This is an optimization exercise on Yosys and OpenROAD, whose aim is small area, not a production implementation. Where RTL was checked, it was by simulation tests only, not by an equivalence proof against the original. Power and IR drop assume default switching activity.

==> 04-22 <==
==> flow/design.v <==
module avr109tx (
		 input rst,
		 input clk,
		 input [7:0] tx_data,
		 input load,
		 output txd,
		 output busy
		 );
   reg        act;
   reg [10:0] sr;
   reg [7:0]  baud;
   wire       tick = baud[6] && baud[4:0] == 5'b10101;
   wire       fb = baud[7] ^ baud[5] ^ baud[2] ^ baud[1];
   assign txd = sr[0];
   assign busy = act;
   always @(posedge clk) begin
      baud <= {baud[6:0], fb ^ tick};
      if (load) begin
	 act <= 1'b1;
	 sr[10:1] <= {1'b1, tx_data, 1'b0};
	 baud <= 8'h75;
      end else if (act & tick) begin
	 if (sr[10:1] == 10'd0)
	   act <= 1'b0;
	 else
	   sr <= {1'b0, sr[10:1]};
      end
      if (rst) begin
	 act <= 1'b0;
	 sr[0] <= 1'b1;
      end
   end
endmodule
module avr109rx (
		 input rst,
		 input clk,
		 input rxd,
		 output [7:0] rx_data,
		 output rx_avail
		 );
   reg       act;
   reg [8:0] sr;
   reg [7:0] baud;
   wire      tick = baud[7:6] == 2'b01 && baud[4:0] == 5'b10101;
   wire      fb = baud[7] ^ baud[5] ^ baud[2] ^ baud[1];
   assign rx_data = ~sr[8:1];
   assign rx_avail = ~act & sr[0];
   always @(posedge clk) begin
      if (act) begin
	 baud <= {baud[6:0], fb ^ tick};
	 if (tick) begin
	    if (~sr[0])
	      sr <= {~rxd, sr[8:1]};
	    else if (rxd)
	      act <= 1'b0;
	 end
      end else begin
	 baud <= 8'h93;
	 sr <= 9'b100000000;
	 act <= ~rxd;
      end
      if (rst) begin
	 act <= 1'b0;
	 sr[0] <= 1'b0;
      end
   end
endmodule
module avr109 (
	       input rst,
	       input clk,
	       input rxd,
	       output txd,
	       output intercept_mode,
	       output prog_mode,
	       output[15:0] prog_addr,
	       output[15:0] prog_data,
	       input[15:0] prog_data_in,
	       output prog_low,
	       output prog_high
	       );
   localparam [4:0] S_INACTIVE  = 5'd0;
   localparam [4:0] S_ATTACHING = 5'd1;
   localparam [4:0] S_IDLE      = 5'd2;
   localparam [4:0] S_BAD       = 5'd3;
   localparam [4:0] S_V_HIGH    = 5'd4;
   localparam [4:0] S_V_LOW     = 5'd5;
   localparam [4:0] S_SEND_Y    = 5'd6;
   localparam [4:0] S_BS_Y      = 5'd7;
   localparam [4:0] S_BS_HI     = 5'd8;
   localparam [4:0] S_BS_LO     = 5'd9;
   localparam [4:0] S_SEND_00   = 5'd10;
   localparam [4:0] S_IGNORE    = 5'd11;
   localparam [4:0] S_ACK       = 5'd12;
   localparam [4:0] S_ADDR_HI   = 5'd13;
   localparam [4:0] S_ADDR_LO   = 5'd14;
   localparam [4:0] S_CNT_HI    = 5'd16;
   localparam [4:0] S_CNT_LO    = 5'd17;
   localparam [4:0] S_CHECK     = 5'd18;
   localparam [4:0] S_PROG_GET  = 5'd19;
   localparam [4:0] S_PROG_PUT  = 5'd20;
   localparam [4:0] S_EXIT1     = 5'd21;
   localparam [4:0] S_EXIT2     = 5'd22;
   localparam [4:0] S_CNT_HI2   = 5'd24;
   localparam [4:0] S_CNT_LO2   = 5'd25;
   localparam [4:0] S_CHECK2    = 5'd26;
   localparam [4:0] S_READ_GET  = 5'd27;
   localparam [4:0] S_READ_PUT  = 5'd28;
   reg [4:0]  state_q, state_d;
   reg [7:0]  cnt_q, cnt_d;
   reg [15:0] addr_q, addr_d;
   reg 	      prog_mode_q, prog_mode_d;
   reg 	      prog_strobe;
   reg 	      tx_load;
   reg [7:0]  tx_data;
   wire       tx_busy;
   wire       rx_avail;
   wire [7:0] rx_data;
   wire       send_ok = ~tx_busy;
   wire       cnt_zero = (cnt_q == 8'hff);   
   assign prog_addr = {1'b0, addr_q[15:1]};
   assign prog_data = {rx_data, rx_data};
   assign prog_mode = prog_mode_q;
   assign prog_low = prog_strobe & ~addr_q[0];
   assign prog_high = prog_strobe & addr_q[0];
   assign intercept_mode = (state_q != S_INACTIVE) && (state_q != S_ATTACHING);
   avr109tx tx_inst(.rst(rst), .clk(clk), .tx_data(tx_data), .load(tx_load),
		    .txd(txd), .busy(tx_busy));
   avr109rx rx_inst(.rst(rst), .clk(clk), .rxd(rxd),
		    .rx_data(rx_data), .rx_avail(rx_avail));
   always @(*) begin
      tx_load = 1'b0;
      tx_data = 8'h00;
      state_d = state_q;
      cnt_d = cnt_q;
      addr_d = addr_q;
      prog_strobe = 1'b0;
      prog_mode_d = prog_mode_q;
      case (state_q)
	S_INACTIVE: begin
	   cnt_d[2:0] = 3'b111;
	   prog_mode_d = 1'b0;
	   if (rx_avail & (rx_data == 8'h1b))
	     state_d = S_ATTACHING;
	end
	S_ATTACHING: begin
	   if (rx_avail) begin
	      if (rx_data != (~cnt_q[0] ? 8'h1b : 8'haa))
		state_d = S_INACTIVE;
	      else begin
		 cnt_d[2:0] = cnt_q[2:0] - 3'd1;
		 if (~cnt_q[2] & ~cnt_q[0])
		   state_d = S_IDLE;
	      end
	   end
	end
	S_IDLE: begin
	   if (rx_avail) begin
	      case (rx_data)
		8'h0a, 8'h1b: ;
		8'h41: state_d = S_ADDR_HI;
		8'h42: state_d = S_CNT_HI;
		8'h45: state_d = S_EXIT1;
		8'h4c: begin prog_mode_d = 1'b0; state_d = S_ACK; end
		8'h50: begin prog_mode_d = 1'b1; state_d = S_ACK; end
		8'h54: state_d = S_IGNORE;
		8'h56: state_d = S_V_HIGH;
		8'h61: state_d = S_SEND_Y;
		8'h62: state_d = S_BS_Y;
		8'h67: state_d = S_CNT_HI2;
		8'h74: state_d = S_SEND_00;
		default: state_d = S_BAD;
	      endcase
	   end
	end
	S_BAD:     begin tx_data = 8'h3f; if (send_ok) begin tx_load = 1'b1; state_d = S_IDLE; end end
	S_V_HIGH:  begin tx_data = 8'h31; if (send_ok) begin tx_load = 1'b1; state_d = S_V_LOW; end end
	S_V_LOW:   begin tx_data = 8'h30; if (send_ok) begin tx_load = 1'b1; state_d = S_IDLE; end end
	S_SEND_Y:  begin tx_data = 8'h59; if (send_ok) begin tx_load = 1'b1; state_d = S_IDLE; end end
	S_BS_Y:    begin tx_data = 8'h59; if (send_ok) begin tx_load = 1'b1; state_d = S_BS_HI; end end
	S_BS_HI:   begin tx_data = 8'h00; if (send_ok) begin tx_load = 1'b1; state_d = S_BS_LO; end end
	S_BS_LO:   begin tx_data = 8'hff; if (send_ok) begin tx_load = 1'b1; state_d = S_IDLE; end end
	S_SEND_00: begin tx_data = 8'h00; if (send_ok) begin tx_load = 1'b1; state_d = S_IDLE; end end
	S_ACK:     begin tx_data = 8'h0d; if (send_ok) begin tx_load = 1'b1; state_d = S_IDLE; end end
	S_EXIT1:   begin tx_data = 8'h0d; if (send_ok) begin tx_load = 1'b1; state_d = S_EXIT2; end end
	S_EXIT2:   begin if (send_ok) state_d = S_INACTIVE; end
	S_IGNORE: begin
	   if (rx_avail) state_d = S_ACK;
	end
	S_ADDR_HI: begin
	   if (rx_avail) begin addr_d[15:8] = rx_data; state_d = S_ADDR_LO; end
	end
	S_ADDR_LO: begin
	   if (rx_avail) begin addr_d[7:0] = rx_data; state_d = S_ACK; end
	end
	S_CNT_HI: begin
	   if (rx_avail) state_d = (rx_data == 8'h00) ? S_CNT_LO : S_BAD;
	end
	S_CNT_LO: begin
	   if (rx_avail) begin cnt_d = ~rx_data; state_d = S_CHECK; end
	end
	S_CHECK: begin
	   if (rx_avail)
	     state_d = (rx_data != 8'h46) ? S_BAD : cnt_zero ? S_ACK : S_PROG_GET;
	end
	S_PROG_GET: begin
	   if (rx_avail) begin
	      cnt_d = cnt_q + 8'd1;
	      prog_strobe = 1'b1;
	      state_d = S_PROG_PUT;
	   end
	end
	S_PROG_PUT: begin
	   addr_d = addr_q + 16'd1;
	   state_d = cnt_zero ? S_ACK : S_PROG_GET;
	end
	S_CNT_HI2: begin
	   if (rx_avail) state_d = (rx_data == 8'h00) ? S_CNT_LO2 : S_BAD;
	end
	S_CNT_LO2: begin
	   if (rx_avail) begin cnt_d = ~rx_data; state_d = S_CHECK2; end
	end
	S_CHECK2: begin
	   if (rx_avail)
	     state_d = (rx_data != 8'h46) ? S_BAD : cnt_zero ? S_IDLE : S_READ_GET;
	end
	S_READ_GET: begin
	   tx_data = addr_q[0] ? prog_data_in[15:8] : prog_data_in[7:0];
	   if (send_ok) begin
	      tx_load = 1'b1;
	      cnt_d = cnt_q + 8'd1;
	      state_d = S_READ_PUT;
	   end
	end
	S_READ_PUT: begin
	   addr_d = addr_q + 16'd1;
	   state_d = cnt_zero ? S_IDLE : S_READ_GET;
	end
	default: state_d = S_INACTIVE;
      endcase
   end
   always @(posedge clk) begin
      cnt_q <= cnt_d;
      if (rst) begin
	 state_q <= S_INACTIVE;
	 addr_q <= 16'd0;
	 prog_mode_q <= 1'b0;
      end else begin
	 state_q <= state_d;
	 addr_q <= addr_d;
	 prog_mode_q <= prog_mode_d;
      end
   end
endmodule
==> flow/flow/run.sh <==
#!/bin/bash
# Layout flow: the standard ORFS flow (standard.sh's make command) with
#  - synthesis: the standard flow's script, with an area-oriented ABC script (flow/abc_area.script,
#    deterministic: &deepsyn runs a fixed number of steps with a fixed seed)
#    in place of ORFS's; registers are mapped exactly as in the standard synthesis
#  - port buffers: sky130_fd_sc_hd__buf_1 on every input and output port
#  - CTS: small clock buffers, no dummy loads
# Each tool's output goes to a log file in this folder.
set -euo pipefail
W=$(pwd)
export MY_ABC_SCRIPT=$W/flow/abc_area.script
cat > $W/my_synth.tcl <<EOT
proc abc {args} {
  set i [lsearch \$args -script]
  if {\$i >= 0} { set args [lreplace \$args \$i [expr {\$i+1}] -script \$::env(MY_ABC_SCRIPT)] }
  yosys abc {*}\$args
}
source $W/synth_recipe.tcl
EOT
export BUFFER_PORTS_ARGS="-buffer_cell sky130_fd_sc_hd__buf_1"
export CTS_ARGS="-sink_clustering_enable -repair_clock_nets -dont_use_dummy_load -buf_list {sky130_fd_sc_hd__clkbuf_4}"
sed -e "s|SYNTH_SCRIPT=[^ ]*synth_recipe.tcl|SYNTH_SCRIPT=$W/my_synth.tcl|" standard.sh > my_standard.sh
grep -q "SYNTH_SCRIPT=$W/my_synth.tcl" my_standard.sh
bash my_standard.sh finish > $W/orfs_flow.log 2>&1
cp -f orfs/logs/*/avr109/base/1_2_yosys.log $W/yosys.log 2>/dev/null || true
==> flow/flow/abc_area.script <==
strash
dc2
strash
&get -n
&deepsyn -J 1000 -S 1
&put
dch -f
map -a
mfs2 -a
strash
dch -f
amap
topo
==> flow/standard.sh <==
#!/bin/bash
# synth_recipe.tcl (not shown) runs the flow's synth.tcl, then flattens the netlist and writes it again
# the make line also repeats each setting of config.mk as NAME=value (left out here)
make -C /OpenROAD-flow-scripts/flow DESIGN_CONFIG=/design/flow/config.mk WORK_HOME=/design/flow/orfs CLKGATE_MAP_FILE= SYNTH_SCRIPT=/design/flow/synth_recipe.tcl "${@:-finish}"
==> flow/config.mk <==
export PLATFORM = sky130hd
export DESIGN_NAME = avr109
export DESIGN_NICKNAME = avr109
export VERILOG_FILES = /design/flow/design.v
export SDC_FILE = /design/flow/constraint.sdc
export NUM_CORES = 4
export LEC_CHECK = 0
export ABC_AREA = 1
export CAP_MARGIN = 20
export CORE_MARGIN = 2
export CORE_UTILIZATION = 65
export PLACE_DENSITY = 0.75
export SLEW_MARGIN = 20
==> flow/constraint.sdc <==
create_clock -name core_clock -period 10.0 [get_ports {clk}]
set_input_delay 2.0000 -clock core_clock [delete_from_list [all_inputs] [get_ports {clk}]]
set_output_delay 2.0000 -clock core_clock [all_outputs]
set_load 0.01 [all_outputs]
==> 03-24: changes against 04-22 <==
--- a/flow/design.v
+++ b/flow/design.v
@@ -43,14 +43,14 @@
    reg [7:0] baud;
    wire      tick = baud[7:6] == 2'b01 && baud[4:0] == 5'b10101;
    wire      fb = baud[7] ^ baud[5] ^ baud[2] ^ baud[1];
-   assign rx_data = ~sr[8:1];
+   assign rx_data = sr[8:1];
    assign rx_avail = ~act & sr[0];
    always @(posedge clk) begin
       if (act) begin
 	 baud <= {baud[6:0], fb ^ tick};
 	 if (tick) begin
 	    if (~sr[0])
-	      sr <= {~rxd, sr[8:1]};
+	      sr <= {rxd, sr[8:1]};
 	    else if (rxd)
 	      act <= 1'b0;
 	 end
@@ -116,7 +116,7 @@
    wire       rx_avail;
    wire [7:0] rx_data;
    wire       send_ok = ~tx_busy;
-   wire       cnt_zero = (cnt_q == 8'hff);   
+   wire       cnt_zero = (cnt_q == 8'd0);
    assign prog_addr = {1'b0, addr_q[15:1]};
    assign prog_data = {rx_data, rx_data};
    assign prog_mode = prog_mode_q;
@@ -137,18 +137,18 @@
       prog_mode_d = prog_mode_q;
       case (state_q)
 	S_INACTIVE: begin
-	   cnt_d[2:0] = 3'b111;
+	   cnt_d[2:0] = 3'd0;
 	   prog_mode_d = 1'b0;
 	   if (rx_avail & (rx_data == 8'h1b))
 	     state_d = S_ATTACHING;
 	end
 	S_ATTACHING: begin
 	   if (rx_avail) begin
-	      if (rx_data != (~cnt_q[0] ? 8'h1b : 8'haa))
+	      if (rx_data != (^cnt_q[2:0] ? 8'h1b : 8'haa))
 		state_d = S_INACTIVE;
 	      else begin
-		 cnt_d[2:0] = cnt_q[2:0] - 3'd1;
-		 if (~cnt_q[2] & ~cnt_q[0])
+		 cnt_d[2:0] = {cnt_q[1:0], ~cnt_q[2]};
+		 if (cnt_q[2] & ~cnt_q[1])
 		   state_d = S_IDLE;
 	      end
 	   end
@@ -196,7 +196,7 @@
 	   if (rx_avail) state_d = (rx_data == 8'h00) ? S_CNT_LO : S_BAD;
 	end
 	S_CNT_LO: begin
-	   if (rx_avail) begin cnt_d = ~rx_data; state_d = S_CHECK; end
+	   if (rx_avail) begin cnt_d = rx_data; state_d = S_CHECK; end
 	end
 	S_CHECK: begin
 	   if (rx_avail)
@@ -204,7 +204,7 @@
 	end
 	S_PROG_GET: begin
 	   if (rx_avail) begin
-	      cnt_d = cnt_q + 8'd1;
+	      cnt_d = cnt_q - 8'd1;
 	      prog_strobe = 1'b1;
 	      state_d = S_PROG_PUT;
 	   end
@@ -217,7 +217,7 @@
 	   if (rx_avail) state_d = (rx_data == 8'h00) ? S_CNT_LO2 : S_BAD;
 	end
 	S_CNT_LO2: begin
-	   if (rx_avail) begin cnt_d = ~rx_data; state_d = S_CHECK2; end
+	   if (rx_avail) begin cnt_d = rx_data; state_d = S_CHECK2; end
 	end
 	S_CHECK2: begin
 	   if (rx_avail)
@@ -227,7 +227,7 @@
 	   tx_data = addr_q[0] ? prog_data_in[15:8] : prog_data_in[7:0];
 	   if (send_ok) begin
 	      tx_load = 1'b1;
-	      cnt_d = cnt_q + 8'd1;
+	      cnt_d = cnt_q - 8'd1;
 	      state_d = S_READ_PUT;
 	   end
 	end
--- a/flow/flow/run.sh
+++ b/flow/flow/run.sh
@@ -1,7 +1,6 @@
 #!/bin/bash
 # Layout flow: the standard ORFS flow (standard.sh's make command) with
-#  - synthesis: the standard flow's script, with an area-oriented ABC script (flow/abc_area.script,
-#    deterministic: &deepsyn runs a fixed number of steps with a fixed seed)
+#  - synthesis: the standard flow's script, with an area-oriented ABC script (flow/abc_area.script)
 #    in place of ORFS's; registers are mapped exactly as in the standard synthesis
 #  - port buffers: sky130_fd_sc_hd__buf_1 on every input and output port
 #  - CTS: small clock buffers, no dummy loads
@@ -18,7 +17,7 @@
 source $W/synth_recipe.tcl
 EOT
 export BUFFER_PORTS_ARGS="-buffer_cell sky130_fd_sc_hd__buf_1"
-export CTS_ARGS="-sink_clustering_enable -repair_clock_nets -dont_use_dummy_load -buf_list {sky130_fd_sc_hd__clkbuf_4}"
+export CTS_ARGS="-sink_clustering_enable -sink_clustering_size 80 -sink_clustering_max_diameter 300 -repair_clock_nets -dont_use_dummy_load -buf_list {sky130_fd_sc_hd__clkbuf_8 sky130_fd_sc_hd__clkbuf_16}"
 sed -e "s|SYNTH_SCRIPT=[^ ]*synth_recipe.tcl|SYNTH_SCRIPT=$W/my_synth.tcl|" standard.sh > my_standard.sh
 grep -q "SYNTH_SCRIPT=$W/my_synth.tcl" my_standard.sh
 bash my_standard.sh finish > $W/orfs_flow.log 2>&1
==> flow/flow/abc_area.script (replaced) <==
strash
dc2
strash
&get -n
&deepsyn -T 30 -S 1
&put
dch -f
map -a
mfs2 -a
strash
dch -f
amap
topo
- CORE_UTILIZATION: 65 -> 40
- PLACE_DENSITY: 0.75 -> default
==> metrics.md <==
| Metric | Value |
|---|---|
| Crit share post-route | 43.8% |
| P_seq | 0.000327 W |
| Number of stages on the worst setup path | 7 |
| Outcome | no timing/DRC/antenna violations |
| Wl on met1 | 4.65 mm |
| Max incr delay on CP | 0.58 ns |
| Reg2Reg Depth | 18 |
(the above is from 03-24)
==> metrics.md <==
| Metric | Value |
|---|---|
| Number of stages on the worst setup path | 9 |
| Wl on met1 | 4.17 mm |
| Reg2Reg Depth | 10 |
| Setup violators final | 0 |
| Crit share post-route | 47.5% |
| Outcome | no timing/DRC/antenna violations |
| Max incr delay on CP | 0.60 ns |
| P_seq | 0.000393 W |
(the above is from 04-22)
Function not checked in 03-24: the RTL went through the layout flow alone.

afterwards: timing with drivers on the ports:
How much do the figures lean on ideal ports? The routed layouts below were timed once more, with nothing changed but the port constraints. Step 1, drivers: a clkbuf_16 drives clk and a buf_2 each remaining input, both assumed. Step 2 moves the port delays by t, midway between the first and last clock arrival at a register: inputs arrive t later, outputs are due t later. That takes back most of the time a late clock gives input paths. Three values: no drivers, after step 1, after step 2; two values: the first two.
run | t (ns) | setup WS [ns] | worst hold slack (ns) | worst setup path after step 2
04-22 | 0.446 | 5.245 / 5.217 / 5.663 | 0.418 / 0.418 / 0.418 | register to output
03-24 | 0.370 | 5.619 / 5.589 / 5.959 | 0.426 / 0.426 / 0.426 | register to output
After both steps setup and hold are still met in every run listed.
